From an optimization exercise on the open Yosys and OpenROAD flow, aimed at small area, a short achievable clock period and few clock cycles; shortcuts taken in it are not production practice.
No run shown here included a check of the RTL's function; only the layout flow was run.
Power and IR drop assume default switching activity.

## flow/design.v (module list and top-level ports; edited modules follow where they fit)
// module sdiv_op: 139 lines
// module sdiv_sub: 242 lines
// module sdiv_sub5: 41 lines
// module sdiv_pg0c: 4 lines
// module sdiv_pg0: 4 lines
// module sdiv_xnor: 3 lines
// module sdiv_oai: 4 lines
// module sdiv_aoi: 4 lines
// module sdiv_inv2: 4 lines
// module sdiv_abs: 173 lines
// module sdiv_nor2: 3 lines
// module sdiv_nand2: 3 lines
// module sdiv_inv1: 3 lines
// module sdiv_shl: 12 lines
// module sdiv_msb: 29 lines
// module sdiv_dnext: 12 lines
module sdiv_op #(parameter INPUTS = 2,
		parameter OUTPUTS = 1,
		parameter DATA_IN_SIZE = 32,
		parameter DATA_OUT_SIZE = 32)
		(
		input clk,
		input rst,
		input [INPUTS * (DATA_IN_SIZE)- 1 : 0]data_in_bus,
		input [INPUTS - 1 : 0]valid_in_bus,
		output [INPUTS - 1 : 0] ready_in_bus,
		output [OUTPUTS * (DATA_OUT_SIZE) - 1 : 0]data_out_bus,
		output [OUTPUTS - 1 : 0]valid_out_bus,
		input [OUTPUTS - 1 : 0] ready_out_bus
);
  // ...
==> flow/flow/run.sh <==
#!/bin/bash
# The standard layout, with small plain buffers on the ports instead of the
# delay cells buffer_ports picks by default. Every port still gets a buffer.
set -euo pipefail
export BUFFER_PORTS_ARGS="-buffer_cell sky130_fd_sc_hd__buf_1"
bash standard.sh > standard.log 2>&1
==> flow/standard.sh <==
#!/bin/bash
# synth_recipe.tcl (not shown) runs the flow's synth.tcl, then flattens the netlist and writes it again
# the make line also repeats each setting of config.mk as NAME=value (left out here)
make -C /OpenROAD-flow-scripts/flow DESIGN_CONFIG=/design/flow/config.mk WORK_HOME=/design/flow/orfs CLKGATE_MAP_FILE= SYNTH_SCRIPT=/design/flow/synth_recipe.tcl "${@:-finish}"
==> flow/config.mk <==
export PLATFORM = sky130hd
export DESIGN_NAME = sdiv_op
export DESIGN_NICKNAME = sdiv_op
export VERILOG_FILES = /design/flow/design.v
export SDC_FILE = /design/flow/constraint.sdc
export NUM_CORES = 4
export LEC_CHECK = 0
export CAP_MARGIN = 20
export CORE_MARGIN = 2
export CORE_UTILIZATION = 55
export CTS_BUF_LIST = sky130_fd_sc_hd__clkbuf_4 sky130_fd_sc_hd__clkbuf_8
export PLACE_DENSITY = 0.65
export SETUP_SLACK_MARGIN = 2.4
export SLEW_MARGIN = 20
export SYNTH_HIERARCHICAL = 1
==> flow/constraint.sdc <==
create_clock -name core_clock -period 5.0 [get_ports {clk}]
set_input_delay 1.0000 -clock core_clock [delete_from_list [all_inputs] [get_ports {clk}]]
set_output_delay 1.0000 -clock core_clock [all_outputs]
set_load 0.01 [all_outputs]
==> results.json, run 1 <==
{
  "crit_cells": 9,
  "setup_ws_ns": 2.41,
  "outcome": "finished clean",
  "power_frac_clock_pct": 40.6,
  "final_cell_mix": "nand2_1 (183), nor2_1 (165), buf_1 (101)",
  "start_util_pct": 56.1,
  "nets": 1624,
  "numCtsBuffers": 17,
  "switching_share_pct": 28.4,
  "switchingPower_uw": 604,
  "maxUsedRoutingLayer": "met4",
  "buf_share_pct": 4.82,
  "critPathBufInv": 1,
  "ant_nets": 0,
  "grt_use_total_pct": 29.9,
  "drt_wl_total_mm": 36.8,
  "grt_pass1_vias": 9909,
  "vias": 10851,
  "m1WireLength_mm": 16.8,
  "die_w_um": 156,
  "top_regs": "d x32, q x32, r x32",
  "fin_skew_ns": 0.0228,
  "max_slew_margin_pct": 25.7,
  "comb_power_uw": 226,
  "nFlopsAndLatches": 118,
  "powerDensity_nw_per_um2": 152,
  "syn-mean-instance-area_um2": 8.75,
  "layout_commonest_cell": "nand2_1",
  "syn-cell-area_um2": 12700,
  "die_h_um": 156,
  "crit_end": "shr[4]",
  "drc_errors": 0,
  "cts_tree": "yes",
  "total_power_mw": 2.13,
  "pg_clk_uw": 863,
  "p_leak_nw": 5.06,
  "grt_use_met1_pct": 42.3,
  "sh_seq_area_pct": 22.6
}
==> module sdiv_op, before the edit <==
module sdiv_op #(parameter INPUTS = 2,
		parameter OUTPUTS = 1,
		parameter DATA_IN_SIZE = 32,
		parameter DATA_OUT_SIZE = 32)
		(
		input clk,
		input rst,
		input [INPUTS * (DATA_IN_SIZE)- 1 : 0]data_in_bus,
		input [INPUTS - 1 : 0]valid_in_bus,
		output [INPUTS - 1 : 0] ready_in_bus,
		output [OUTPUTS * (DATA_OUT_SIZE) - 1 : 0]data_out_bus,
		output [OUTPUTS - 1 : 0]valid_out_bus,
		input [OUTPUTS - 1 : 0] ready_out_bus
);
	localparam S_ACC = 2'd0, S_PRE = 2'd1, S_SHF = 2'd2, S_DIV = 2'd3;
	reg [1:0]  state;
	reg        rdy;       
	reg [1:0]  rin;       
	reg [1:0]  got;       
	reg        ov;        
	reg [31:0] r;         
	reg [31:0] d;         
	reg [31:0] q;         
	reg [4:0]  cnt;       
	reg [4:0]  shr;       
	reg        zq;        
	reg        sa, sb;    
	reg        cin_f;     
	reg        sb_f;      
	wire [1:0] rdy2 = {2{rdy}} & ~got;    
	assign ready_in_bus = rin;
	wire [1:0] fire = valid_in_bus & rdy2;
	wire [1:0] got_n = got | fire;
	wire qfree = ~ov | ready_out_bus[0];
	wire sq = sa ^ sb;
	wire [31:0] ain = data_in_bus[31:0];
	wire [31:0] bin = data_in_bus[63:32];
	wire [31:0] aabs;
	sdiv_abs u_abs (.a(ain), .y(aabs));
	wire [31:0] diff;
	wire qb;
	sdiv_sub u_sub (.r(r), .d(d), .cin(cin_f), .diff(diff), .ge(qb));
	wire take = rdy & (&got_n);
	wire [31:0] dsh, d_nx;
	sdiv_dnext u_dn (.ld(rdy2[1]), .ldv(bin ^ {32{bin[31]}}), .shf(state == S_SHF), .dsh(dsh),
		.div(state == S_DIV), .d(d), .y(d_nx));
	sdiv_shl u_shl (.x(d), .fill(sb_f), .s(shr), .y(dsh));
	wire [4:0] mr, md, sh;
	wire sh_ge;
	sdiv_msb u_mr (.x(r), .m(mr));
	sdiv_msb u_md (.x(d), .m(md));
	sdiv_sub5 u_sh (.r(mr), .d(md), .cin(1'b1), .diff(sh), .ge(sh_ge));
	assign valid_out_bus = ov;
	assign data_out_bus = q;
	reg [1:0] state_n;
	reg       rdy_n, ov_n;
	reg [1:0] got_nx;
	always @* begin
		state_n = state;
		rdy_n = rdy;
		ov_n = ov & ~ready_out_bus[0];
		got_nx = got;
		if (rdy) got_nx = take ? 2'b00 : got_n;
		case (state)
			S_ACC: begin
				if (zq) ov_n = 1'b1;
				if (take) begin
					state_n = S_PRE;
					rdy_n = 1'b0;
				end
			end
			S_PRE: if (qfree) begin
				if (~qb) begin
					state_n = S_ACC;
					rdy_n = 1'b1;
				end else
					state_n = S_SHF;
			end
			S_SHF: begin
				state_n = S_DIV;
				rdy_n = (shr == 5'd0);
			end
			default: begin
				rdy_n = (cnt == 5'd1);
				if (cnt == 5'd0) begin
					ov_n = 1'b1;
					if (take) state_n = S_PRE;
					else begin
						state_n = S_ACC;
						rdy_n = 1'b1;
					end
				end
			end
		endcase
	end
	always @(posedge clk, posedge rst)
		if (rst) begin
			state <= S_ACC;
			zq <= 1'b0;
			rdy <= 1'b1;
			rin <= 2'b11;
			got <= 2'b00;
			ov <= 1'b0;
		end else begin
			state <= state_n;
			zq <= (state == S_PRE) & qfree & ~qb;
			rdy <= rdy_n;
			rin <= {2{rdy_n}} & ~got_nx;
			got <= got_nx;
			ov <= ov_n;
		end
	always @(posedge clk) begin
		case (state)
			S_ACC: if (zq) q <= 32'd0;
			S_PRE: if (qfree) begin
				q <= {32{sq}};
				if (sq) r <= diff;
			end
			S_DIV: begin
				if (qb) r <= diff;
				q <= {q[30:0], qb ^ sq};
				cnt <= cnt - 5'd1;
			end
			default: ;
		endcase
		if (rdy2[0]) begin
			r <= aabs;
			sa <= ain[31];
		end
		d <= d_nx;
		shr <= sh;
		if (state == S_SHF) cnt <= shr;
		if (rdy2[1]) begin
			sb <= bin[31];
			sb_f <= bin[31];
			cin_f <= ~bin[31];
		end
	end
endmodule
==> module sdiv_sub, before the edit <==
module sdiv_sub (
	input  [31:0] r,
	input  [31:0] d,
	input         cin,
	output [31:0] diff,
	output        ge
);
	wire [31:0] g0, p0;
	wire [31:0] g1, p1;
	wire [31:0] g2, p2;
	wire [31:0] g3, p3;
	wire [31:0] g4, p4;
	wire [31:0] g5, p5;
	wire [31:0] t;
	sdiv_xnor ut_0 (.a(r[0]), .b(d[0]), .y(t[0]));
	sdiv_xnor ut_1 (.a(r[1]), .b(d[1]), .y(t[1]));
	sdiv_xnor ut_2 (.a(r[2]), .b(d[2]), .y(t[2]));
	sdiv_xnor ut_3 (.a(r[3]), .b(d[3]), .y(t[3]));
	sdiv_xnor ut_4 (.a(r[4]), .b(d[4]), .y(t[4]));
	sdiv_xnor ut_5 (.a(r[5]), .b(d[5]), .y(t[5]));
	sdiv_xnor ut_6 (.a(r[6]), .b(d[6]), .y(t[6]));
	sdiv_xnor ut_7 (.a(r[7]), .b(d[7]), .y(t[7]));
	sdiv_xnor ut_8 (.a(r[8]), .b(d[8]), .y(t[8]));
	sdiv_xnor ut_9 (.a(r[9]), .b(d[9]), .y(t[9]));
	sdiv_xnor ut_10 (.a(r[10]), .b(d[10]), .y(t[10]));
	sdiv_xnor ut_11 (.a(r[11]), .b(d[11]), .y(t[11]));
	sdiv_xnor ut_12 (.a(r[12]), .b(d[12]), .y(t[12]));
	sdiv_xnor ut_13 (.a(r[13]), .b(d[13]), .y(t[13]));
	sdiv_xnor ut_14 (.a(r[14]), .b(d[14]), .y(t[14]));
	sdiv_xnor ut_15 (.a(r[15]), .b(d[15]), .y(t[15]));
	sdiv_xnor ut_16 (.a(r[16]), .b(d[16]), .y(t[16]));
	sdiv_xnor ut_17 (.a(r[17]), .b(d[17]), .y(t[17]));
	sdiv_xnor ut_18 (.a(r[18]), .b(d[18]), .y(t[18]));
	sdiv_xnor ut_19 (.a(r[19]), .b(d[19]), .y(t[19]));
	sdiv_xnor ut_20 (.a(r[20]), .b(d[20]), .y(t[20]));
	sdiv_xnor ut_21 (.a(r[21]), .b(d[21]), .y(t[21]));
	sdiv_xnor ut_22 (.a(r[22]), .b(d[22]), .y(t[22]));
	sdiv_xnor ut_23 (.a(r[23]), .b(d[23]), .y(t[23]));
	sdiv_xnor ut_24 (.a(r[24]), .b(d[24]), .y(t[24]));
	sdiv_xnor ut_25 (.a(r[25]), .b(d[25]), .y(t[25]));
	sdiv_xnor ut_26 (.a(r[26]), .b(d[26]), .y(t[26]));
	sdiv_xnor ut_27 (.a(r[27]), .b(d[27]), .y(t[27]));
	sdiv_xnor ut_28 (.a(r[28]), .b(d[28]), .y(t[28]));
	sdiv_xnor ut_29 (.a(r[29]), .b(d[29]), .y(t[29]));
	sdiv_xnor ut_30 (.a(r[30]), .b(d[30]), .y(t[30]));
	sdiv_xnor ut_31 (.a(r[31]), .b(d[31]), .y(t[31]));
	sdiv_pg0c u0_0 (.a(r[0]), .b(d[0]), .c(cin), .gn(g0[0]), .pn(p0[0]));
	sdiv_pg0 u0_1 (.a(r[1]), .b(d[1]), .gn(g0[1]), .pn(p0[1]));
	sdiv_pg0 u0_2 (.a(r[2]), .b(d[2]), .gn(g0[2]), .pn(p0[2]));
	sdiv_pg0 u0_3 (.a(r[3]), .b(d[3]), .gn(g0[3]), .pn(p0[3]));
	sdiv_pg0 u0_4 (.a(r[4]), .b(d[4]), .gn(g0[4]), .pn(p0[4]));
	sdiv_pg0 u0_5 (.a(r[5]), .b(d[5]), .gn(g0[5]), .pn(p0[5]));
	sdiv_pg0 u0_6 (.a(r[6]), .b(d[6]), .gn(g0[6]), .pn(p0[6]));
	sdiv_pg0 u0_7 (.a(r[7]), .b(d[7]), .gn(g0[7]), .pn(p0[7]));
	sdiv_pg0 u0_8 (.a(r[8]), .b(d[8]), .gn(g0[8]), .pn(p0[8]));
	sdiv_pg0 u0_9 (.a(r[9]), .b(d[9]), .gn(g0[9]), .pn(p0[9]));
	sdiv_pg0 u0_10 (.a(r[10]), .b(d[10]), .gn(g0[10]), .pn(p0[10]));
	sdiv_pg0 u0_11 (.a(r[11]), .b(d[11]), .gn(g0[11]), .pn(p0[11]));
	sdiv_pg0 u0_12 (.a(r[12]), .b(d[12]), .gn(g0[12]), .pn(p0[12]));
	sdiv_pg0 u0_13 (.a(r[13]), .b(d[13]), .gn(g0[13]), .pn(p0[13]));
	sdiv_pg0 u0_14 (.a(r[14]), .b(d[14]), .gn(g0[14]), .pn(p0[14]));
	sdiv_pg0 u0_15 (.a(r[15]), .b(d[15]), .gn(g0[15]), .pn(p0[15]));
	sdiv_pg0 u0_16 (.a(r[16]), .b(d[16]), .gn(g0[16]), .pn(p0[16]));
	sdiv_pg0 u0_17 (.a(r[17]), .b(d[17]), .gn(g0[17]), .pn(p0[17]));
	sdiv_pg0 u0_18 (.a(r[18]), .b(d[18]), .gn(g0[18]), .pn(p0[18]));
	sdiv_pg0 u0_19 (.a(r[19]), .b(d[19]), .gn(g0[19]), .pn(p0[19]));
	sdiv_pg0 u0_20 (.a(r[20]), .b(d[20]), .gn(g0[20]), .pn(p0[20]));
	sdiv_pg0 u0_21 (.a(r[21]), .b(d[21]), .gn(g0[21]), .pn(p0[21]));
	sdiv_pg0 u0_22 (.a(r[22]), .b(d[22]), .gn(g0[22]), .pn(p0[22]));
	sdiv_pg0 u0_23 (.a(r[23]), .b(d[23]), .gn(g0[23]), .pn(p0[23]));
	sdiv_pg0 u0_24 (.a(r[24]), .b(d[24]), .gn(g0[24]), .pn(p0[24]));
	sdiv_pg0 u0_25 (.a(r[25]), .b(d[25]), .gn(g0[25]), .pn(p0[25]));
	sdiv_pg0 u0_26 (.a(r[26]), .b(d[26]), .gn(g0[26]), .pn(p0[26]));
	sdiv_pg0 u0_27 (.a(r[27]), .b(d[27]), .gn(g0[27]), .pn(p0[27]));
	sdiv_pg0 u0_28 (.a(r[28]), .b(d[28]), .gn(g0[28]), .pn(p0[28]));
	sdiv_pg0 u0_29 (.a(r[29]), .b(d[29]), .gn(g0[29]), .pn(p0[29]));
	sdiv_pg0 u0_30 (.a(r[30]), .b(d[30]), .gn(g0[30]), .pn(p0[30]));
	sdiv_pg0 u0_31 (.a(r[31]), .b(d[31]), .gn(g0[31]), .pn(p0[31]));
	sdiv_inv2 u1_0 (.g(g0[0]), .p(p0[0]), .go(g1[0]), .po(p1[0]));
	sdiv_oai u1_1 (.gh(g0[1]), .ph(p0[1]), .gl(g0[0]), .pl(p0[0]), .go(g1[1]), .po(p1[1]));
	sdiv_oai u1_2 (.gh(g0[2]), .ph(p0[2]), .gl(g0[1]), .pl(p0[1]), .go(g1[2]), .po(p1[2]));
	sdiv_oai u1_3 (.gh(g0[3]), .ph(p0[3]), .gl(g0[2]), .pl(p0[2]), .go(g1[3]), .po(p1[3]));
	sdiv_oai u1_4 (.gh(g0[4]), .ph(p0[4]), .gl(g0[3]), .pl(p0[3]), .go(g1[4]), .po(p1[4]));
	sdiv_oai u1_5 (.gh(g0[5]), .ph(p0[5]), .gl(g0[4]), .pl(p0[4]), .go(g1[5]), .po(p1[5]));
	sdiv_oai u1_6 (.gh(g0[6]), .ph(p0[6]), .gl(g0[5]), .pl(p0[5]), .go(g1[6]), .po(p1[6]));
	sdiv_oai u1_7 (.gh(g0[7]), .ph(p0[7]), .gl(g0[6]), .pl(p0[6]), .go(g1[7]), .po(p1[7]));
	sdiv_oai u1_8 (.gh(g0[8]), .ph(p0[8]), .gl(g0[7]), .pl(p0[7]), .go(g1[8]), .po(p1[8]));
	sdiv_oai u1_9 (.gh(g0[9]), .ph(p0[9]), .gl(g0[8]), .pl(p0[8]), .go(g1[9]), .po(p1[9]));
	sdiv_oai u1_10 (.gh(g0[10]), .ph(p0[10]), .gl(g0[9]), .pl(p0[9]), .go(g1[10]), .po(p1[10]));
	sdiv_oai u1_11 (.gh(g0[11]), .ph(p0[11]), .gl(g0[10]), .pl(p0[10]), .go(g1[11]), .po(p1[11]));
	sdiv_oai u1_12 (.gh(g0[12]), .ph(p0[12]), .gl(g0[11]), .pl(p0[11]), .go(g1[12]), .po(p1[12]));
	sdiv_oai u1_13 (.gh(g0[13]), .ph(p0[13]), .gl(g0[12]), .pl(p0[12]), .go(g1[13]), .po(p1[13]));
	sdiv_oai u1_14 (.gh(g0[14]), .ph(p0[14]), .gl(g0[13]), .pl(p0[13]), .go(g1[14]), .po(p1[14]));
	sdiv_oai u1_15 (.gh(g0[15]), .ph(p0[15]), .gl(g0[14]), .pl(p0[14]), .go(g1[15]), .po(p1[15]));
	sdiv_oai u1_16 (.gh(g0[16]), .ph(p0[16]), .gl(g0[15]), .pl(p0[15]), .go(g1[16]), .po(p1[16]));
	sdiv_oai u1_17 (.gh(g0[17]), .ph(p0[17]), .gl(g0[16]), .pl(p0[16]), .go(g1[17]), .po(p1[17]));
	sdiv_oai u1_18 (.gh(g0[18]), .ph(p0[18]), .gl(g0[17]), .pl(p0[17]), .go(g1[18]), .po(p1[18]));
	sdiv_oai u1_19 (.gh(g0[19]), .ph(p0[19]), .gl(g0[18]), .pl(p0[18]), .go(g1[19]), .po(p1[19]));
	sdiv_oai u1_20 (.gh(g0[20]), .ph(p0[20]), .gl(g0[19]), .pl(p0[19]), .go(g1[20]), .po(p1[20]));
	sdiv_oai u1_21 (.gh(g0[21]), .ph(p0[21]), .gl(g0[20]), .pl(p0[20]), .go(g1[21]), .po(p1[21]));
	sdiv_oai u1_22 (.gh(g0[22]), .ph(p0[22]), .gl(g0[21]), .pl(p0[21]), .go(g1[22]), .po(p1[22]));
	sdiv_oai u1_23 (.gh(g0[23]), .ph(p0[23]), .gl(g0[22]), .pl(p0[22]), .go(g1[23]), .po(p1[23]));
	sdiv_oai u1_24 (.gh(g0[24]), .ph(p0[24]), .gl(g0[23]), .pl(p0[23]), .go(g1[24]), .po(p1[24]));
	sdiv_oai u1_25 (.gh(g0[25]), .ph(p0[25]), .gl(g0[24]), .pl(p0[24]), .go(g1[25]), .po(p1[25]));
	sdiv_oai u1_26 (.gh(g0[26]), .ph(p0[26]), .gl(g0[25]), .pl(p0[25]), .go(g1[26]), .po(p1[26]));
	sdiv_oai u1_27 (.gh(g0[27]), .ph(p0[27]), .gl(g0[26]), .pl(p0[26]), .go(g1[27]), .po(p1[27]));
	sdiv_oai u1_28 (.gh(g0[28]), .ph(p0[28]), .gl(g0[27]), .pl(p0[27]), .go(g1[28]), .po(p1[28]));
	sdiv_oai u1_29 (.gh(g0[29]), .ph(p0[29]), .gl(g0[28]), .pl(p0[28]), .go(g1[29]), .po(p1[29]));
	sdiv_oai u1_30 (.gh(g0[30]), .ph(p0[30]), .gl(g0[29]), .pl(p0[29]), .go(g1[30]), .po(p1[30]));
	sdiv_oai u1_31 (.gh(g0[31]), .ph(p0[31]), .gl(g0[30]), .pl(p0[30]), .go(g1[31]), .po(p1[31]));
	sdiv_inv2 u2_0 (.g(g1[0]), .p(p1[0]), .go(g2[0]), .po(p2[0]));
	sdiv_inv2 u2_1 (.g(g1[1]), .p(p1[1]), .go(g2[1]), .po(p2[1]));
	sdiv_aoi u2_2 (.gh(g1[2]), .ph(p1[2]), .gl(g1[0]), .pl(p1[0]), .go(g2[2]), .po(p2[2]));
	sdiv_aoi u2_3 (.gh(g1[3]), .ph(p1[3]), .gl(g1[1]), .pl(p1[1]), .go(g2[3]), .po(p2[3]));
	sdiv_aoi u2_4 (.gh(g1[4]), .ph(p1[4]), .gl(g1[2]), .pl(p1[2]), .go(g2[4]), .po(p2[4]));
	sdiv_aoi u2_5 (.gh(g1[5]), .ph(p1[5]), .gl(g1[3]), .pl(p1[3]), .go(g2[5]), .po(p2[5]));
	sdiv_aoi u2_6 (.gh(g1[6]), .ph(p1[6]), .gl(g1[4]), .pl(p1[4]), .go(g2[6]), .po(p2[6]));
	sdiv_aoi u2_7 (.gh(g1[7]), .ph(p1[7]), .gl(g1[5]), .pl(p1[5]), .go(g2[7]), .po(p2[7]));
	sdiv_aoi u2_8 (.gh(g1[8]), .ph(p1[8]), .gl(g1[6]), .pl(p1[6]), .go(g2[8]), .po(p2[8]));
	sdiv_aoi u2_9 (.gh(g1[9]), .ph(p1[9]), .gl(g1[7]), .pl(p1[7]), .go(g2[9]), .po(p2[9]));
	sdiv_aoi u2_10 (.gh(g1[10]), .ph(p1[10]), .gl(g1[8]), .pl(p1[8]), .go(g2[10]), .po(p2[10]));
	sdiv_aoi u2_11 (.gh(g1[11]), .ph(p1[11]), .gl(g1[9]), .pl(p1[9]), .go(g2[11]), .po(p2[11]));
	sdiv_aoi u2_12 (.gh(g1[12]), .ph(p1[12]), .gl(g1[10]), .pl(p1[10]), .go(g2[12]), .po(p2[12]));
	sdiv_aoi u2_13 (.gh(g1[13]), .ph(p1[13]), .gl(g1[11]), .pl(p1[11]), .go(g2[13]), .po(p2[13]));
	sdiv_aoi u2_14 (.gh(g1[14]), .ph(p1[14]), .gl(g1[12]), .pl(p1[12]), .go(g2[14]), .po(p2[14]));
	sdiv_aoi u2_15 (.gh(g1[15]), .ph(p1[15]), .gl(g1[13]), .pl(p1[13]), .go(g2[15]), .po(p2[15]));
	sdiv_aoi u2_16 (.gh(g1[16]), .ph(p1[16]), .gl(g1[14]), .pl(p1[14]), .go(g2[16]), .po(p2[16]));
	sdiv_aoi u2_17 (.gh(g1[17]), .ph(p1[17]), .gl(g1[15]), .pl(p1[15]), .go(g2[17]), .po(p2[17]));
	sdiv_aoi u2_18 (.gh(g1[18]), .ph(p1[18]), .gl(g1[16]), .pl(p1[16]), .go(g2[18]), .po(p2[18]));
	sdiv_aoi u2_19 (.gh(g1[19]), .ph(p1[19]), .gl(g1[17]), .pl(p1[17]), .go(g2[19]), .po(p2[19]));
	sdiv_aoi u2_20 (.gh(g1[20]), .ph(p1[20]), .gl(g1[18]), .pl(p1[18]), .go(g2[20]), .po(p2[20]));
	sdiv_aoi u2_21 (.gh(g1[21]), .ph(p1[21]), .gl(g1[19]), .pl(p1[19]), .go(g2[21]), .po(p2[21]));
	sdiv_aoi u2_22 (.gh(g1[22]), .ph(p1[22]), .gl(g1[20]), .pl(p1[20]), .go(g2[22]), .po(p2[22]));
	sdiv_aoi u2_23 (.gh(g1[23]), .ph(p1[23]), .gl(g1[21]), .pl(p1[21]), .go(g2[23]), .po(p2[23]));
	sdiv_aoi u2_24 (.gh(g1[24]), .ph(p1[24]), .gl(g1[22]), .pl(p1[22]), .go(g2[24]), .po(p2[24]));
	sdiv_aoi u2_25 (.gh(g1[25]), .ph(p1[25]), .gl(g1[23]), .pl(p1[23]), .go(g2[25]), .po(p2[25]));
	sdiv_aoi u2_26 (.gh(g1[26]), .ph(p1[26]), .gl(g1[24]), .pl(p1[24]), .go(g2[26]), .po(p2[26]));
	sdiv_aoi u2_27 (.gh(g1[27]), .ph(p1[27]), .gl(g1[25]), .pl(p1[25]), .go(g2[27]), .po(p2[27]));
	sdiv_aoi u2_28 (.gh(g1[28]), .ph(p1[28]), .gl(g1[26]), .pl(p1[26]), .go(g2[28]), .po(p2[28]));
	sdiv_aoi u2_29 (.gh(g1[29]), .ph(p1[29]), .gl(g1[27]), .pl(p1[27]), .go(g2[29]), .po(p2[29]));
	sdiv_aoi u2_30 (.gh(g1[30]), .ph(p1[30]), .gl(g1[28]), .pl(p1[28]), .go(g2[30]), .po(p2[30]));
	sdiv_aoi u2_31 (.gh(g1[31]), .ph(p1[31]), .gl(g1[29]), .pl(p1[29]), .go(g2[31]), .po(p2[31]));
	sdiv_inv2 u3_0 (.g(g2[0]), .p(p2[0]), .go(g3[0]), .po(p3[0]));
	sdiv_inv2 u3_1 (.g(g2[1]), .p(p2[1]), .go(g3[1]), .po(p3[1]));
	sdiv_inv2 u3_2 (.g(g2[2]), .p(p2[2]), .go(g3[2]), .po(p3[2]));
	sdiv_inv2 u3_3 (.g(g2[3]), .p(p2[3]), .go(g3[3]), .po(p3[3]));
	sdiv_oai u3_4 (.gh(g2[4]), .ph(p2[4]), .gl(g2[0]), .pl(p2[0]), .go(g3[4]), .po(p3[4]));
	sdiv_oai u3_5 (.gh(g2[5]), .ph(p2[5]), .gl(g2[1]), .pl(p2[1]), .go(g3[5]), .po(p3[5]));
	sdiv_oai u3_6 (.gh(g2[6]), .ph(p2[6]), .gl(g2[2]), .pl(p2[2]), .go(g3[6]), .po(p3[6]));
	sdiv_oai u3_7 (.gh(g2[7]), .ph(p2[7]), .gl(g2[3]), .pl(p2[3]), .go(g3[7]), .po(p3[7]));
	sdiv_oai u3_8 (.gh(g2[8]), .ph(p2[8]), .gl(g2[4]), .pl(p2[4]), .go(g3[8]), .po(p3[8]));
	sdiv_oai u3_9 (.gh(g2[9]), .ph(p2[9]), .gl(g2[5]), .pl(p2[5]), .go(g3[9]), .po(p3[9]));
	sdiv_oai u3_10 (.gh(g2[10]), .ph(p2[10]), .gl(g2[6]), .pl(p2[6]), .go(g3[10]), .po(p3[10]));
	sdiv_oai u3_11 (.gh(g2[11]), .ph(p2[11]), .gl(g2[7]), .pl(p2[7]), .go(g3[11]), .po(p3[11]));
	sdiv_oai u3_12 (.gh(g2[12]), .ph(p2[12]), .gl(g2[8]), .pl(p2[8]), .go(g3[12]), .po(p3[12]));
	sdiv_oai u3_13 (.gh(g2[13]), .ph(p2[13]), .gl(g2[9]), .pl(p2[9]), .go(g3[13]), .po(p3[13]));
	sdiv_oai u3_14 (.gh(g2[14]), .ph(p2[14]), .gl(g2[10]), .pl(p2[10]), .go(g3[14]), .po(p3[14]));
	sdiv_oai u3_15 (.gh(g2[15]), .ph(p2[15]), .gl(g2[11]), .pl(p2[11]), .go(g3[15]), .po(p3[15]));
	sdiv_oai u3_16 (.gh(g2[16]), .ph(p2[16]), .gl(g2[12]), .pl(p2[12]), .go(g3[16]), .po(p3[16]));
	sdiv_oai u3_17 (.gh(g2[17]), .ph(p2[17]), .gl(g2[13]), .pl(p2[13]), .go(g3[17]), .po(p3[17]));
	sdiv_oai u3_18 (.gh(g2[18]), .ph(p2[18]), .gl(g2[14]), .pl(p2[14]), .go(g3[18]), .po(p3[18]));
	sdiv_oai u3_19 (.gh(g2[19]), .ph(p2[19]), .gl(g2[15]), .pl(p2[15]), .go(g3[19]), .po(p3[19]));
	sdiv_oai u3_20 (.gh(g2[20]), .ph(p2[20]), .gl(g2[16]), .pl(p2[16]), .go(g3[20]), .po(p3[20]));
	sdiv_oai u3_21 (.gh(g2[21]), .ph(p2[21]), .gl(g2[17]), .pl(p2[17]), .go(g3[21]), .po(p3[21]));
	sdiv_oai u3_22 (.gh(g2[22]), .ph(p2[22]), .gl(g2[18]), .pl(p2[18]), .go(g3[22]), .po(p3[22]));
	sdiv_oai u3_23 (.gh(g2[23]), .ph(p2[23]), .gl(g2[19]), .pl(p2[19]), .go(g3[23]), .po(p3[23]));
	sdiv_oai u3_24 (.gh(g2[24]), .ph(p2[24]), .gl(g2[20]), .pl(p2[20]), .go(g3[24]), .po(p3[24]));
	sdiv_oai u3_25 (.gh(g2[25]), .ph(p2[25]), .gl(g2[21]), .pl(p2[21]), .go(g3[25]), .po(p3[25]));
	sdiv_oai u3_26 (.gh(g2[26]), .ph(p2[26]), .gl(g2[22]), .pl(p2[22]), .go(g3[26]), .po(p3[26]));
	sdiv_oai u3_27 (.gh(g2[27]), .ph(p2[27]), .gl(g2[23]), .pl(p2[23]), .go(g3[27]), .po(p3[27]));
	sdiv_oai u3_28 (.gh(g2[28]), .ph(p2[28]), .gl(g2[24]), .pl(p2[24]), .go(g3[28]), .po(p3[28]));
	sdiv_oai u3_29 (.gh(g2[29]), .ph(p2[29]), .gl(g2[25]), .pl(p2[25]), .go(g3[29]), .po(p3[29]));
	sdiv_oai u3_30 (.gh(g2[30]), .ph(p2[30]), .gl(g2[26]), .pl(p2[26]), .go(g3[30]), .po(p3[30]));
	sdiv_oai u3_31 (.gh(g2[31]), .ph(p2[31]), .gl(g2[27]), .pl(p2[27]), .go(g3[31]), .po(p3[31]));
	sdiv_inv2 u4_0 (.g(g3[0]), .p(p3[0]), .go(g4[0]), .po(p4[0]));
	sdiv_inv2 u4_1 (.g(g3[1]), .p(p3[1]), .go(g4[1]), .po(p4[1]));
	sdiv_inv2 u4_2 (.g(g3[2]), .p(p3[2]), .go(g4[2]), .po(p4[2]));
	sdiv_inv2 u4_3 (.g(g3[3]), .p(p3[3]), .go(g4[3]), .po(p4[3]));
	sdiv_inv2 u4_4 (.g(g3[4]), .p(p3[4]), .go(g4[4]), .po(p4[4]));
	sdiv_inv2 u4_5 (.g(g3[5]), .p(p3[5]), .go(g4[5]), .po(p4[5]));
	sdiv_inv2 u4_6 (.g(g3[6]), .p(p3[6]), .go(g4[6]), .po(p4[6]));
	sdiv_inv2 u4_7 (.g(g3[7]), .p(p3[7]), .go(g4[7]), .po(p4[7]));
	sdiv_aoi u4_8 (.gh(g3[8]), .ph(p3[8]), .gl(g3[0]), .pl(p3[0]), .go(g4[8]), .po(p4[8]));
	sdiv_aoi u4_9 (.gh(g3[9]), .ph(p3[9]), .gl(g3[1]), .pl(p3[1]), .go(g4[9]), .po(p4[9]));
	sdiv_aoi u4_10 (.gh(g3[10]), .ph(p3[10]), .gl(g3[2]), .pl(p3[2]), .go(g4[10]), .po(p4[10]));
	sdiv_aoi u4_11 (.gh(g3[11]), .ph(p3[11]), .gl(g3[3]), .pl(p3[3]), .go(g4[11]), .po(p4[11]));
	sdiv_aoi u4_12 (.gh(g3[12]), .ph(p3[12]), .gl(g3[4]), .pl(p3[4]), .go(g4[12]), .po(p4[12]));
	sdiv_aoi u4_13 (.gh(g3[13]), .ph(p3[13]), .gl(g3[5]), .pl(p3[5]), .go(g4[13]), .po(p4[13]));
	sdiv_aoi u4_14 (.gh(g3[14]), .ph(p3[14]), .gl(g3[6]), .pl(p3[6]), .go(g4[14]), .po(p4[14]));
	sdiv_aoi u4_15 (.gh(g3[15]), .ph(p3[15]), .gl(g3[7]), .pl(p3[7]), .go(g4[15]), .po(p4[15]));
	sdiv_aoi u4_16 (.gh(g3[16]), .ph(p3[16]), .gl(g3[8]), .pl(p3[8]), .go(g4[16]), .po(p4[16]));
	sdiv_aoi u4_17 (.gh(g3[17]), .ph(p3[17]), .gl(g3[9]), .pl(p3[9]), .go(g4[17]), .po(p4[17]));
	sdiv_aoi u4_18 (.gh(g3[18]), .ph(p3[18]), .gl(g3[10]), .pl(p3[10]), .go(g4[18]), .po(p4[18]));
	sdiv_aoi u4_19 (.gh(g3[19]), .ph(p3[19]), .gl(g3[11]), .pl(p3[11]), .go(g4[19]), .po(p4[19]));
	sdiv_aoi u4_20 (.gh(g3[20]), .ph(p3[20]), .gl(g3[12]), .pl(p3[12]), .go(g4[20]), .po(p4[20]));
	sdiv_aoi u4_21 (.gh(g3[21]), .ph(p3[21]), .gl(g3[13]), .pl(p3[13]), .go(g4[21]), .po(p4[21]));
	sdiv_aoi u4_22 (.gh(g3[22]), .ph(p3[22]), .gl(g3[14]), .pl(p3[14]), .go(g4[22]), .po(p4[22]));
	sdiv_aoi u4_23 (.gh(g3[23]), .ph(p3[23]), .gl(g3[15]), .pl(p3[15]), .go(g4[23]), .po(p4[23]));
	sdiv_aoi u4_24 (.gh(g3[24]), .ph(p3[24]), .gl(g3[16]), .pl(p3[16]), .go(g4[24]), .po(p4[24]));
	sdiv_aoi u4_25 (.gh(g3[25]), .ph(p3[25]), .gl(g3[17]), .pl(p3[17]), .go(g4[25]), .po(p4[25]));
	sdiv_aoi u4_26 (.gh(g3[26]), .ph(p3[26]), .gl(g3[18]), .pl(p3[18]), .go(g4[26]), .po(p4[26]));
	sdiv_aoi u4_27 (.gh(g3[27]), .ph(p3[27]), .gl(g3[19]), .pl(p3[19]), .go(g4[27]), .po(p4[27]));
	sdiv_aoi u4_28 (.gh(g3[28]), .ph(p3[28]), .gl(g3[20]), .pl(p3[20]), .go(g4[28]), .po(p4[28]));
	sdiv_aoi u4_29 (.gh(g3[29]), .ph(p3[29]), .gl(g3[21]), .pl(p3[21]), .go(g4[29]), .po(p4[29]));
	sdiv_aoi u4_30 (.gh(g3[30]), .ph(p3[30]), .gl(g3[22]), .pl(p3[22]), .go(g4[30]), .po(p4[30]));
	sdiv_aoi u4_31 (.gh(g3[31]), .ph(p3[31]), .gl(g3[23]), .pl(p3[23]), .go(g4[31]), .po(p4[31]));
	sdiv_inv2 u5_0 (.g(g4[0]), .p(p4[0]), .go(g5[0]), .po(p5[0]));
	sdiv_inv2 u5_1 (.g(g4[1]), .p(p4[1]), .go(g5[1]), .po(p5[1]));
	sdiv_inv2 u5_2 (.g(g4[2]), .p(p4[2]), .go(g5[2]), .po(p5[2]));
	sdiv_inv2 u5_3 (.g(g4[3]), .p(p4[3]), .go(g5[3]), .po(p5[3]));
	sdiv_inv2 u5_4 (.g(g4[4]), .p(p4[4]), .go(g5[4]), .po(p5[4]));
	sdiv_inv2 u5_5 (.g(g4[5]), .p(p4[5]), .go(g5[5]), .po(p5[5]));
	sdiv_inv2 u5_6 (.g(g4[6]), .p(p4[6]), .go(g5[6]), .po(p5[6]));
	sdiv_inv2 u5_7 (.g(g4[7]), .p(p4[7]), .go(g5[7]), .po(p5[7]));
	sdiv_inv2 u5_8 (.g(g4[8]), .p(p4[8]), .go(g5[8]), .po(p5[8]));
	sdiv_inv2 u5_9 (.g(g4[9]), .p(p4[9]), .go(g5[9]), .po(p5[9]));
	sdiv_inv2 u5_10 (.g(g4[10]), .p(p4[10]), .go(g5[10]), .po(p5[10]));
	sdiv_inv2 u5_11 (.g(g4[11]), .p(p4[11]), .go(g5[11]), .po(p5[11]));
	sdiv_inv2 u5_12 (.g(g4[12]), .p(p4[12]), .go(g5[12]), .po(p5[12]));
	sdiv_inv2 u5_13 (.g(g4[13]), .p(p4[13]), .go(g5[13]), .po(p5[13]));
	sdiv_inv2 u5_14 (.g(g4[14]), .p(p4[14]), .go(g5[14]), .po(p5[14]));
	sdiv_inv2 u5_15 (.g(g4[15]), .p(p4[15]), .go(g5[15]), .po(p5[15]));
	sdiv_oai u5_16 (.gh(g4[16]), .ph(p4[16]), .gl(g4[0]), .pl(p4[0]), .go(g5[16]), .po(p5[16]));
	sdiv_oai u5_17 (.gh(g4[17]), .ph(p4[17]), .gl(g4[1]), .pl(p4[1]), .go(g5[17]), .po(p5[17]));
	sdiv_oai u5_18 (.gh(g4[18]), .ph(p4[18]), .gl(g4[2]), .pl(p4[2]), .go(g5[18]), .po(p5[18]));
	sdiv_oai u5_19 (.gh(g4[19]), .ph(p4[19]), .gl(g4[3]), .pl(p4[3]), .go(g5[19]), .po(p5[19]));
	sdiv_oai u5_20 (.gh(g4[20]), .ph(p4[20]), .gl(g4[4]), .pl(p4[4]), .go(g5[20]), .po(p5[20]));
	sdiv_oai u5_21 (.gh(g4[21]), .ph(p4[21]), .gl(g4[5]), .pl(p4[5]), .go(g5[21]), .po(p5[21]));
	sdiv_oai u5_22 (.gh(g4[22]), .ph(p4[22]), .gl(g4[6]), .pl(p4[6]), .go(g5[22]), .po(p5[22]));
	sdiv_oai u5_23 (.gh(g4[23]), .ph(p4[23]), .gl(g4[7]), .pl(p4[7]), .go(g5[23]), .po(p5[23]));
	sdiv_oai u5_24 (.gh(g4[24]), .ph(p4[24]), .gl(g4[8]), .pl(p4[8]), .go(g5[24]), .po(p5[24]));
	sdiv_oai u5_25 (.gh(g4[25]), .ph(p4[25]), .gl(g4[9]), .pl(p4[9]), .go(g5[25]), .po(p5[25]));
	sdiv_oai u5_26 (.gh(g4[26]), .ph(p4[26]), .gl(g4[10]), .pl(p4[10]), .go(g5[26]), .po(p5[26]));
	sdiv_oai u5_27 (.gh(g4[27]), .ph(p4[27]), .gl(g4[11]), .pl(p4[11]), .go(g5[27]), .po(p5[27]));
	sdiv_oai u5_28 (.gh(g4[28]), .ph(p4[28]), .gl(g4[12]), .pl(p4[12]), .go(g5[28]), .po(p5[28]));
	sdiv_oai u5_29 (.gh(g4[29]), .ph(p4[29]), .gl(g4[13]), .pl(p4[13]), .go(g5[29]), .po(p5[29]));
	sdiv_oai u5_30 (.gh(g4[30]), .ph(p4[30]), .gl(g4[14]), .pl(p4[14]), .go(g5[30]), .po(p5[30]));
	sdiv_oai u5_31 (.gh(g4[31]), .ph(p4[31]), .gl(g4[15]), .pl(p4[15]), .go(g5[31]), .po(p5[31]));
	wire [32:0] c = {g5, cin};
	assign diff = t ^ c[31:0];
	assign ge = c[32];
endmodule
==> module sdiv_shl, before the edit <==
module sdiv_shl (
	input  [31:0] x,
	input         fill,
	input  [4:0]  s,
	output [31:0] y
);
	wire [31:0] y0 = s[0] ? {x[30:0],  {1{fill}}}  : x;
	wire [31:0] y1 = s[1] ? {y0[29:0], {2{fill}}}  : y0;
	wire [31:0] y2 = s[2] ? {y1[27:0], {4{fill}}}  : y1;
	wire [31:0] y3 = s[3] ? {y2[23:0], {8{fill}}}  : y2;
	assign y       = s[4] ? {y3[15:0], {16{fill}}} : y3;
endmodule
==> inputs of run 2 (changes only) <==
--- a/flow/design.v
+++ b/flow/design.v
@@ -23,6 +23,11 @@
 	reg [31:0] q;         
 	reg [4:0]  cnt;       
-	reg [4:0]  shr;       
+	reg        xtra;      
+	reg [4:0]  ma;        
+	reg        pa;        
+	reg [4:0]  mb;        
 	reg        zq;        
+	reg [4:0]  shr;       
+	reg        spr;       
 	reg        sa, sb;    
 	reg        cin_f;     
@@ -33,4 +38,7 @@
 	wire [1:0] got_n = got | fire;
 	wire qfree = ~ov | ready_out_bus[0];
+	wire pre = (state == S_PRE);
+	wire shf = (state == S_SHF);
+	wire div = (state == S_DIV);
 	wire sq = sa ^ sb;
 	wire [31:0] ain = data_in_bus[31:0];
@@ -38,17 +46,24 @@
 	wire [31:0] aabs;
 	sdiv_abs u_abs (.a(ain), .y(aabs));
+	wire [31:0] aone = ain ^ {32{ain[31]}};
+	wire [31:0] bone = bin ^ {32{bin[31]}};
+	wire [4:0] ma_in, mb_in;
+	sdiv_msb u_ma (.x(aone), .m(ma_in));
+	sdiv_msb u_mb (.x(bone), .m(mb_in));
+	wire pa_in = ain[31] & ~|(~ain[31:1] & ain[30:0]);
 	wire [31:0] diff;
-	wire qb;
-	sdiv_sub u_sub (.r(r), .d(d), .cin(cin_f), .diff(diff), .ge(qb));
+	wire qb, rsel;
+	wire ren = (div | (pre & sq & qfree)) & ~rdy2[0];
+	sdiv_sub u_sub (.r(r), .d(d), .cin(cin_f), .en(ren), .diff(diff), .ge(qb), .ge_en(rsel));
+	wire [4:0] sh;
+	wire sp;
+	sdiv_shamt u_sh (.ma(ma), .mb(mb), .pa(pa), .sh(sh), .sp(sp));
 	wire take = rdy & (&got_n);
+	wire [31:0] r_nx;
+	sdiv_rnext u_rn (.ld(rdy2[0]), .ldv(aabs), .sel(rsel), .diff(diff), .r(r), .y(r_nx));
 	wire [31:0] dsh, d_nx;
-	sdiv_dnext u_dn (.ld(rdy2[1]), .ldv(bin ^ {32{bin[31]}}), .shf(state == S_SHF), .dsh(dsh),
-		.div(state == S_DIV), .d(d), .y(d_nx));
-	sdiv_shl u_shl (.x(d), .fill(sb_f), .s(shr), .y(dsh));
-	wire [4:0] mr, md, sh;
-	wire sh_ge;
-	sdiv_msb u_mr (.x(r), .m(mr));
-	sdiv_msb u_md (.x(d), .m(md));
-	sdiv_sub5 u_sh (.r(mr), .d(md), .cin(1'b1), .diff(sh), .ge(sh_ge));
+	sdiv_shl u_shl (.x(d), .fill(sb_f), .s0(spr), .s(shr), .y(dsh));
+	sdiv_dnext u_dn (.ld(rdy2[1]), .ldv(bone), .shf(shf), .dsh(dsh),
+		.div(div), .d(d), .y(d_nx));
 	assign valid_out_bus = ov;
 	assign data_out_bus = q;
@@ -63,11 +78,4 @@
 		if (rdy) got_nx = take ? 2'b00 : got_n;
 		case (state)
-			S_ACC: begin
-				if (zq) ov_n = 1'b1;
-				if (take) begin
-					state_n = S_PRE;
-					rdy_n = 1'b0;
-				end
-			end
 			S_PRE: if (qfree) begin
 				if (~qb) begin
@@ -79,9 +87,9 @@
 			S_SHF: begin
 				state_n = S_DIV;
-				rdy_n = (shr == 5'd0);
+				rdy_n = (shr == 5'd0) & ~spr;
 			end
-			default: begin
-				rdy_n = (cnt == 5'd1);
-				if (cnt == 5'd0) begin
+			S_DIV: begin
+				rdy_n = xtra ? (cnt == 5'd0) : (cnt == 5'd1);
+				if (cnt == 5'd0 && !xtra) begin
 					ov_n = 1'b1;
 					if (take) state_n = S_PRE;
@@ -92,4 +100,11 @@
 				end
 			end
+			default: begin
+				if (zq) ov_n = 1'b1;
+				if (take) begin
+					state_n = S_PRE;
+					rdy_n = 1'b0;
+				end
+			end
 		endcase
 	end
@@ -104,5 +119,5 @@
 		end else begin
 			state <= state_n;
-			zq <= (state == S_PRE) & qfree & ~qb;
+			zq <= pre & qfree & ~qb;
 			rdy <= rdy_n;
 			rin <= {2{rdy_n}} & ~got_nx;
@@ -112,27 +127,30 @@
 	always @(posedge clk) begin
 		case (state)
-			S_ACC: if (zq) q <= 32'd0;
-			S_PRE: if (qfree) begin
-				q <= {32{sq}};
-				if (sq) r <= diff;
+			S_PRE: if (qfree) q <= {32{sq}};
+			S_SHF: begin
+				cnt <= shr;
+				xtra <= spr;
 			end
 			S_DIV: begin
-				if (qb) r <= diff;
 				q <= {q[30:0], qb ^ sq};
-				cnt <= cnt - 5'd1;
+				if (cnt == 5'd0) xtra <= 1'b0;
+				else cnt <= cnt - 5'd1;
 			end
-			default: ;
+			default: if (zq) q <= 32'd0;
 		endcase
+		r <= r_nx;
+		d <= d_nx;
+		shr <= sh;
+		spr <= sp;
 		if (rdy2[0]) begin
-			r <= aabs;
 			sa <= ain[31];
+			ma <= ma_in;
+			pa <= pa_in;
 		end
-		d <= d_nx;
-		shr <= sh;
-		if (state == S_SHF) cnt <= shr;
 		if (rdy2[1]) begin
 			sb <= bin[31];
 			sb_f <= bin[31];
 			cin_f <= ~bin[31];
+			mb <= mb_in;
 		end
 	end
@@ -142,6 +160,8 @@
 	input  [31:0] d,
 	input         cin,
+	input         en,
 	output [31:0] diff,
-	output        ge
+	output        ge,
+	output        ge_en
 );
 	wire [31:0] g0, p0;
@@ -152,36 +172,4 @@
 	wire [31:0] g5, p5;
 	wire [31:0] t;
-	sdiv_xnor ut_0 (.a(r[0]), .b(d[0]), .y(t[0]));
-	sdiv_xnor ut_1 (.a(r[1]), .b(d[1]), .y(t[1]));
-	sdiv_xnor ut_2 (.a(r[2]), .b(d[2]), .y(t[2]));
-	sdiv_xnor ut_3 (.a(r[3]), .b(d[3]), .y(t[3]));
-	sdiv_xnor ut_4 (.a(r[4]), .b(d[4]), .y(t[4]));
-	sdiv_xnor ut_5 (.a(r[5]), .b(d[5]), .y(t[5]));
-	sdiv_xnor ut_6 (.a(r[6]), .b(d[6]), .y(t[6]));
-	sdiv_xnor ut_7 (.a(r[7]), .b(d[7]), .y(t[7]));
-	sdiv_xnor ut_8 (.a(r[8]), .b(d[8]), .y(t[8]));
-	sdiv_xnor ut_9 (.a(r[9]), .b(d[9]), .y(t[9]));
-	sdiv_xnor ut_10 (.a(r[10]), .b(d[10]), .y(t[10]));
-	sdiv_xnor ut_11 (.a(r[11]), .b(d[11]), .y(t[11]));
-	sdiv_xnor ut_12 (.a(r[12]), .b(d[12]), .y(t[12]));
-	sdiv_xnor ut_13 (.a(r[13]), .b(d[13]), .y(t[13]));
-	sdiv_xnor ut_14 (.a(r[14]), .b(d[14]), .y(t[14]));
-	sdiv_xnor ut_15 (.a(r[15]), .b(d[15]), .y(t[15]));
-	sdiv_xnor ut_16 (.a(r[16]), .b(d[16]), .y(t[16]));
-	sdiv_xnor ut_17 (.a(r[17]), .b(d[17]), .y(t[17]));
-	sdiv_xnor ut_18 (.a(r[18]), .b(d[18]), .y(t[18]));
-	sdiv_xnor ut_19 (.a(r[19]), .b(d[19]), .y(t[19]));
-	sdiv_xnor ut_20 (.a(r[20]), .b(d[20]), .y(t[20]));
-	sdiv_xnor ut_21 (.a(r[21]), .b(d[21]), .y(t[21]));
-	sdiv_xnor ut_22 (.a(r[22]), .b(d[22]), .y(t[22]));
-	sdiv_xnor ut_23 (.a(r[23]), .b(d[23]), .y(t[23]));
-	sdiv_xnor ut_24 (.a(r[24]), .b(d[24]), .y(t[24]));
-	sdiv_xnor ut_25 (.a(r[25]), .b(d[25]), .y(t[25]));
-	sdiv_xnor ut_26 (.a(r[26]), .b(d[26]), .y(t[26]));
-	sdiv_xnor ut_27 (.a(r[27]), .b(d[27]), .y(t[27]));
-	sdiv_xnor ut_28 (.a(r[28]), .b(d[28]), .y(t[28]));
-	sdiv_xnor ut_29 (.a(r[29]), .b(d[29]), .y(t[29]));
-	sdiv_xnor ut_30 (.a(r[30]), .b(d[30]), .y(t[30]));
-	sdiv_xnor ut_31 (.a(r[31]), .b(d[31]), .y(t[31]));
 	sdiv_pg0c u0_0 (.a(r[0]), .b(d[0]), .c(cin), .gn(g0[0]), .pn(p0[0]));
 	sdiv_pg0 u0_1 (.a(r[1]), .b(d[1]), .gn(g0[1]), .pn(p0[1]));
@@ -216,4 +204,36 @@
 	sdiv_pg0 u0_30 (.a(r[30]), .b(d[30]), .gn(g0[30]), .pn(p0[30]));
 	sdiv_pg0 u0_31 (.a(r[31]), .b(d[31]), .gn(g0[31]), .pn(p0[31]));
+	sdiv_xnor ut_0 (.a(r[0]), .b(d[0]), .y(t[0]));
+	sdiv_xnor ut_1 (.a(r[1]), .b(d[1]), .y(t[1]));
+	sdiv_xnor ut_2 (.a(r[2]), .b(d[2]), .y(t[2]));
+	sdiv_xnor ut_3 (.a(r[3]), .b(d[3]), .y(t[3]));
+	sdiv_xnor ut_4 (.a(r[4]), .b(d[4]), .y(t[4]));
+	sdiv_xnor ut_5 (.a(r[5]), .b(d[5]), .y(t[5]));
+	sdiv_xnor ut_6 (.a(r[6]), .b(d[6]), .y(t[6]));
+	sdiv_xnor ut_7 (.a(r[7]), .b(d[7]), .y(t[7]));
+	sdiv_xnor ut_8 (.a(r[8]), .b(d[8]), .y(t[8]));
+	sdiv_xnor ut_9 (.a(r[9]), .b(d[9]), .y(t[9]));
+	sdiv_xnor ut_10 (.a(r[10]), .b(d[10]), .y(t[10]));
+	sdiv_xnor ut_11 (.a(r[11]), .b(d[11]), .y(t[11]));
+	sdiv_xnor ut_12 (.a(r[12]), .b(d[12]), .y(t[12]));
+	sdiv_xnor ut_13 (.a(r[13]), .b(d[13]), .y(t[13]));
+	sdiv_xnor ut_14 (.a(r[14]), .b(d[14]), .y(t[14]));
+	sdiv_xnor ut_15 (.a(r[15]), .b(d[15]), .y(t[15]));
+	sdiv_xnor ut_16 (.a(r[16]), .b(d[16]), .y(t[16]));
+	sdiv_xnor ut_17 (.a(r[17]), .b(d[17]), .y(t[17]));
+	sdiv_xnor ut_18 (.a(r[18]), .b(d[18]), .y(t[18]));
+	sdiv_xnor ut_19 (.a(r[19]), .b(d[19]), .y(t[19]));
+	sdiv_xnor ut_20 (.a(r[20]), .b(d[20]), .y(t[20]));
+	sdiv_xnor ut_21 (.a(r[21]), .b(d[21]), .y(t[21]));
+	sdiv_xnor ut_22 (.a(r[22]), .b(d[22]), .y(t[22]));
+	sdiv_xnor ut_23 (.a(r[23]), .b(d[23]), .y(t[23]));
+	sdiv_xnor ut_24 (.a(r[24]), .b(d[24]), .y(t[24]));
+	sdiv_xnor ut_25 (.a(r[25]), .b(d[25]), .y(t[25]));
+	sdiv_xnor ut_26 (.a(r[26]), .b(d[26]), .y(t[26]));
+	sdiv_xnor ut_27 (.a(r[27]), .b(d[27]), .y(t[27]));
+	sdiv_xnor ut_28 (.a(r[28]), .b(d[28]), .y(t[28]));
+	sdiv_xnor ut_29 (.a(r[29]), .b(d[29]), .y(t[29]));
+	sdiv_xnor ut_30 (.a(r[30]), .b(d[30]), .y(t[30]));
+	sdiv_xnor ut_31 (.a(r[31]), .b(d[31]), .y(t[31]));
 	sdiv_inv2 u1_0 (.g(g0[0]), .p(p0[0]), .go(g1[0]), .po(p1[0]));
 	sdiv_oai u1_1 (.gh(g0[1]), .ph(p0[1]), .gl(g0[0]), .pl(p0[0]), .go(g1[1]), .po(p1[1]));
@@ -379,45 +399,5 @@
 	assign diff = t ^ c[31:0];
 	assign ge = c[32];
-endmodule
-module sdiv_sub5 (
-	input  [4:0] r,
-	input  [4:0] d,
-	input         cin,
-	output [4:0] diff,
-	output        ge
-);
-	wire [4:0] g0, p0;
-	wire [4:0] g1, p1;
-	wire [4:0] g2, p2;
-	wire [4:0] g3, p3;
-	wire [4:0] t;
-	sdiv_xnor ut_0 (.a(r[0]), .b(d[0]), .y(t[0]));
-	sdiv_xnor ut_1 (.a(r[1]), .b(d[1]), .y(t[1]));
-	sdiv_xnor ut_2 (.a(r[2]), .b(d[2]), .y(t[2]));
-	sdiv_xnor ut_3 (.a(r[3]), .b(d[3]), .y(t[3]));
-	sdiv_xnor ut_4 (.a(r[4]), .b(d[4]), .y(t[4]));
-	sdiv_pg0c u0_0 (.a(r[0]), .b(d[0]), .c(cin), .gn(g0[0]), .pn(p0[0]));
-	sdiv_pg0 u0_1 (.a(r[1]), .b(d[1]), .gn(g0[1]), .pn(p0[1]));
-	sdiv_pg0 u0_2 (.a(r[2]), .b(d[2]), .gn(g0[2]), .pn(p0[2]));
-	sdiv_pg0 u0_3 (.a(r[3]), .b(d[3]), .gn(g0[3]), .pn(p0[3]));
-	sdiv_pg0 u0_4 (.a(r[4]), .b(d[4]), .gn(g0[4]), .pn(p0[4]));
-	sdiv_inv2 u1_0 (.g(g0[0]), .p(p0[0]), .go(g1[0]), .po(p1[0]));
-	sdiv_oai u1_1 (.gh(g0[1]), .ph(p0[1]), .gl(g0[0]), .pl(p0[0]), .go(g1[1]), .po(p1[1]));
-	sdiv_oai u1_2 (.gh(g0[2]), .ph(p0[2]), .gl(g0[1]), .pl(p0[1]), .go(g1[2]), .po(p1[2]));
-	sdiv_oai u1_3 (.gh(g0[3]), .ph(p0[3]), .gl(g0[2]), .pl(p0[2]), .go(g1[3]), .po(p1[3]));
-	sdiv_oai u1_4 (.gh(g0[4]), .ph(p0[4]), .gl(g0[3]), .pl(p0[3]), .go(g1[4]), .po(p1[4]));
-	sdiv_inv2 u2_0 (.g(g1[0]), .p(p1[0]), .go(g2[0]), .po(p2[0]));
-	sdiv_inv2 u2_1 (.g(g1[1]), .p(p1[1]), .go(g2[1]), .po(p2[1]));
-	sdiv_aoi u2_2 (.gh(g1[2]), .ph(p1[2]), .gl(g1[0]), .pl(p1[0]), .go(g2[2]), .po(p2[2]));
-	sdiv_aoi u2_3 (.gh(g1[3]), .ph(p1[3]), .gl(g1[1]), .pl(p1[1]), .go(g2[3]), .po(p2[3]));
-	sdiv_aoi u2_4 (.gh(g1[4]), .ph(p1[4]), .gl(g1[2]), .pl(p1[2]), .go(g2[4]), .po(p2[4]));
-	sdiv_inv2 u3_0 (.g(g2[0]), .p(p2[0]), .go(g3[0]), .po(p3[0]));
-	sdiv_inv2 u3_1 (.g(g2[1]), .p(p2[1]), .go(g3[1]), .po(p3[1]));
-	sdiv_inv2 u3_2 (.g(g2[2]), .p(p2[2]), .go(g3[2]), .po(p3[2]));
-	sdiv_inv2 u3_3 (.g(g2[3]), .p(p2[3]), .go(g3[3]), .po(p3[3]));
-	sdiv_oai u3_4 (.gh(g2[4]), .ph(p2[4]), .gl(g2[0]), .pl(p2[0]), .go(g3[4]), .po(p3[4]));
-	wire [5:0] c = {g3, cin};
-	assign diff = t ^ c[4:0];
-	assign ge = c[5];
+	sdiv_oai_en ue (.gh(g4[31]), .ph(p4[31]), .gl(g4[15]), .en(en), .y(ge_en));
 endmodule
 module sdiv_pg0c (input a, input b, input c, output gn, output pn);
@@ -432,4 +412,7 @@
 	assign y = a ^ ~b;
 endmodule
+module sdiv_oai_en (input gh, input ph, input gl, input en, output y);
+	assign y = ~(gh & (ph | gl)) & en;
+endmodule
 module sdiv_oai (input gh, input ph, input gl, input pl, output go, output po);
 	assign go = ~(gh & (ph | gl));
@@ -629,4 +612,5 @@
 	input  [31:0] x,
 	input         fill,
+	input         s0,
 	input  [4:0]  s,
 	output [31:0] y
@@ -636,5 +620,6 @@
 	wire [31:0] y2 = s[2] ? {y1[27:0], {4{fill}}}  : y1;
 	wire [31:0] y3 = s[3] ? {y2[23:0], {8{fill}}}  : y2;
-	assign y       = s[4] ? {y3[15:0], {16{fill}}} : y3;
+	wire [31:0] y4 = s[4] ? {y3[15:0], {16{fill}}} : y3;
+	assign y       = s0   ? {y4[30:0], {1{fill}}}  : y4;
 endmodule
 module sdiv_msb (
@@ -679,2 +664,24 @@
 	assign y = shf ? dsh : base;
 endmodule
+module sdiv_rnext (
+	input         ld,
+	input  [31:0] ldv,
+	input         sel,
+	input  [31:0] diff,
+	input  [31:0] r,
+	output [31:0] y
+);
+	wire [31:0] base = ld ? ldv : r;
+	assign y = sel ? diff : base;
+endmodule
+module sdiv_shamt (
+	input  [4:0] ma,
+	input  [4:0] mb,
+	input        pa,
+	output [4:0] sh,
+	output       sp
+);
+	wire [5:0] df = {1'b0, ma} - {1'b0, mb};
+	assign sh = df[5] ? 5'd0 : df[4:0];
+	assign sp = pa & ~df[5];
+endmodule
==> flow/run.sh (new file) <==
#!/bin/bash
# synth_recipe.tcl (not shown) runs the flow's synth.tcl, then flattens the netlist and writes it again
# the make line also repeats each setting of config.mk as NAME=value (left out here)
make -C /OpenROAD-flow-scripts/flow DESIGN_CONFIG=/design/flow/config.mk WORK_HOME=/design/flow/orfs CLKGATE_MAP_FILE= SYNTH_SCRIPT=/design/flow/synth_recipe.tcl finish
--- a/flow/config.mk
+++ b/flow/config.mk
@@ -8,7 +8,6 @@
 export CAP_MARGIN = 20
 export CORE_MARGIN = 2
-export CORE_UTILIZATION = 55
-export CTS_BUF_LIST = sky130_fd_sc_hd__clkbuf_4 sky130_fd_sc_hd__clkbuf_8
-export PLACE_DENSITY = 0.65
+export CORE_UTILIZATION = 45
+export PLACE_DENSITY = 0.6
 export SETUP_SLACK_MARGIN = 2.4
 export SLEW_MARGIN = 20
removed: flow/flow/run.sh
removed: flow/standard.sh
==> run 2 against run 1 <==
Net effect:
- still clean on timing, DRC and antenna
- via count increased by 19%
- total power grew to 5.8 times the previous value
- critical path depth increased by 1
- first-iteration DRC count up 10%
- worst setup slack improved by 0.038 ns
- combinational power grew to 37 times the previous value
- register-to-register slack gained 0.05 ns
- final area rose by 19%
- utilization decreased by 8.7 points
- critical endpoint is now r[5]
- largest cell class unchanged
- highest routed layer unchanged
==> results.json, run 2 <==
{
  "outcome": "finished clean",
  "num-fill-cells": 3019,
  "clock_path_buffers": 2,
  "slowest_delay_ns": 0.66,
  "wire_per_inst_um": 20.5,
  "fin_crit_ns": 2.56,
  "drt_iter0_drc": 1042,
  "total_power_mw": 12.4,
  "layout_commonest_cell": "nand2_1",
  "reg2reg_depth": 8,
  "critPathRequiredTime_ns": 5.36,
  "synth_warnings": 8,
  "max_slew.worst_pin.slew_ns": 0.876,
  "hold_viol": 0,
  "reg2reg_slack_ns": 2.46,
  "drc_errors": 0,
  "overflow": 0,
  "min_path_cells": 1,
  "dieArea_um2": 33500,
  "max_slew_margin_pct": 41.1,
  "dpl.cell_count": 2179,
  "maxUsedRoutingLayer": "met4",
  "synthCells": 1731,
  "cp.arrival_ns": 2.92,
  "grt_pass1_wl_mm": 70.1,
  "fin_skew_ns": 0.0145,
  "cts_root_buf": "clkbuf_16",
  "slowest_stage": "clkdlybuf4s50_1",
  "drv_slew": 0,
  "m1WireLength_mm": 20.4,
  "finalNonFillerCells": 2233,
  "cp-end-kind": "flip-flop",
  "coreArea_um2": 31600,
  "critPathBufInv": 3,
  "top_regs": "d x32, q x32, r x32",
  "ant_nets": 0,
  "drive_above_1_share_pct": 23.9,
  "powerDensity_nw_per_um2": 742,
  "vias_per_cell": 5.78,
  "rsz0062_at_grt": "yes",
  "critPathLaunchType": "input pin",
  "h-tree-depth": 4,
  "hold_buffers": 0,
  "cp_common_cell": "inv_1",
  "path_max_fanout": 6,
  "syn-cell-area_um2": 14400,
  "rows": 65,
  "wl_met2_mm": 20.8,
  "cts_tree": "yes",
  "hpwl_mm": 34.3,
  "path_clk_slew_ns": 0.07,
  "regToRegEndpoint": "d[19]",
  "r2r-start": "shr[1]",
  "area_growth_pct": 16.0,
  "placement.io_buffers": 103,
  "path_cells": "clkdlybuf4s50_1 -> nor2_2 -> nand2_1 -> nor2_1 -> inv_1 -> inv_1 -> nand2b_2 -> xnor2_1 -> mux2i_1 -> o21ai_1",
  "ir_worst_vdd_mv": 0.380,
  "min-delay-path-class": "reg -> reg",
  "grt_use_total_pct": 27.1,
  "num_io_pins": 104,
  "drv_cap": 0,
  "antenna_found_initial": 3,
  "drt_wl_total_mm": 45.8,
  "syn-mean-instance-area_um2": 8.33,
  "grt_pass1_vias": 12407,
  "period_share_pct": 51.1,
  "hp-start": "pa",
  "antennaDiodeCount": 0,
  "setup-violations-final": 0,
  "die_w_um": 183,
  "criticalPathCategory": "in -> reg",
  "dr_wl_met3_mm": 2.66,
  "clk_latency_ns": 0.44,
  "tns_ns": 0,
  "path_delay_family": "buffers and inverters",
  "die_h_um": 183,
  "start_util_pct": 45.7,
  "gp_congestion": 1.00,
  "crit_cells": 10,
  "cts_num_sinks": 131,
  "nets": 1901,
  "grt_max_degree": 82,
  "numCtsBuffers": 17,
  "vias": 12914,
  "max_freq_mhz": 391,
  "holdPathEnd": "spr",
  "dr.pass1.iters": 5,
  "final_cell_mix": "nand2_1 (239), nor2_1 (184), inv_1 (103)",
  "p_leak_nw": 6.40
}
run 2: power breakdown:
part           internal [mW]  switching [mW]
combinational           3.58            4.79
sequential              1.78           0.926
clock                  0.761           0.582
run 2: worst max-delay path by stage:
stage,from,to
final,data_in_bus[3],r[5]
after global routing,flip-flop,cnt[2]
after CTS,data_in_bus[2],r[8]
after detailed placement,data_in_bus[63],mb[0]
after global placement,data_in_bus[5],r[7]
after floorplan,data_in_bus[63],mb[0]
run 2: area by class of cell:
cell class	instances	area [µm²]	share of cell area (%)
flip-flops and latches	131	3220	19.3
clock inverters	15	188	1.12
repair buffers	139	1380	8.23
multi-input cells	1425	10600	63.5
clock buffers	17	425	2.54
well taps	402	503	3.01
inverters	104	394	2.36
run 2: metal layers:
layer	vias up	global-route usage (%)
met4	0	12.2
met1	6180	36.6
met2	441	43.2
li1	6199	-
met3	94	4.01
met5	-	0
run 2: through the flow:
stage / instance area, µm² / hold slack [ns] / setup WS [ns] / utilization [%]
after global routing: 16700 / 0.508 / 2.36 / 53.0
final: 16700 / 0.467 / 2.44 / 53.0
after detailed placement: 15700 / 0.461 / 1.66 / 49.7
after floorplan: 14600 / 0.429 / 2.35 / -
after CTS: 16400 / 0.470 / 2.40 / 52.1
after global placement: 15700 / 0.456 / 1.72 / 49.7
run 2: repair_timing:
action	CTS	global route
setup buffers	7	11
endpoints found under the setup margin	71	111
pin swaps	3	0
resized for setup	21	60
cloned	3	1
run 2: worst register-to-register path: cells and delay by family, from the launching register on:
family	cells	cell delay, ns
DFF	1	0.39
muxes	3	1.45
AOI/OAI and AO/OA	2	0.12
buffers and inverters	1	0.16
and+or+nand+nor	2	0.28

==> re-timing with driven ports <==
The flow's constraints put no driver on any port. The routed layouts listed below were extracted and timed again, unchanged, in two steps.
Step 1 sets driving cells, clkbuf_16 on the clock port and buf_2 on the other inputs (assumed; they add their load-dependent delay and slew).
Step 2 times the ports against the registers' clock, not the clock port: input delays grow and output delays shrink by t, the midpoint of the rising clock arrivals with the driver on.
Three values: ideal, step 1, step 2; two values: the first two.
run | t, ns | setup WS [ns] | worst setup path at the end
run 1 | 0.484 | 2.405 / 2.405 / 2.194 | input to register
run 2 | 0.481 | 2.443 / 2.463 / 1.987 | input to register
After both steps every run listed still meets setup and hold. The setup slack of run 2, which loses most, moves by +0.020 ns with the drivers and by -0.456 ns with both steps.
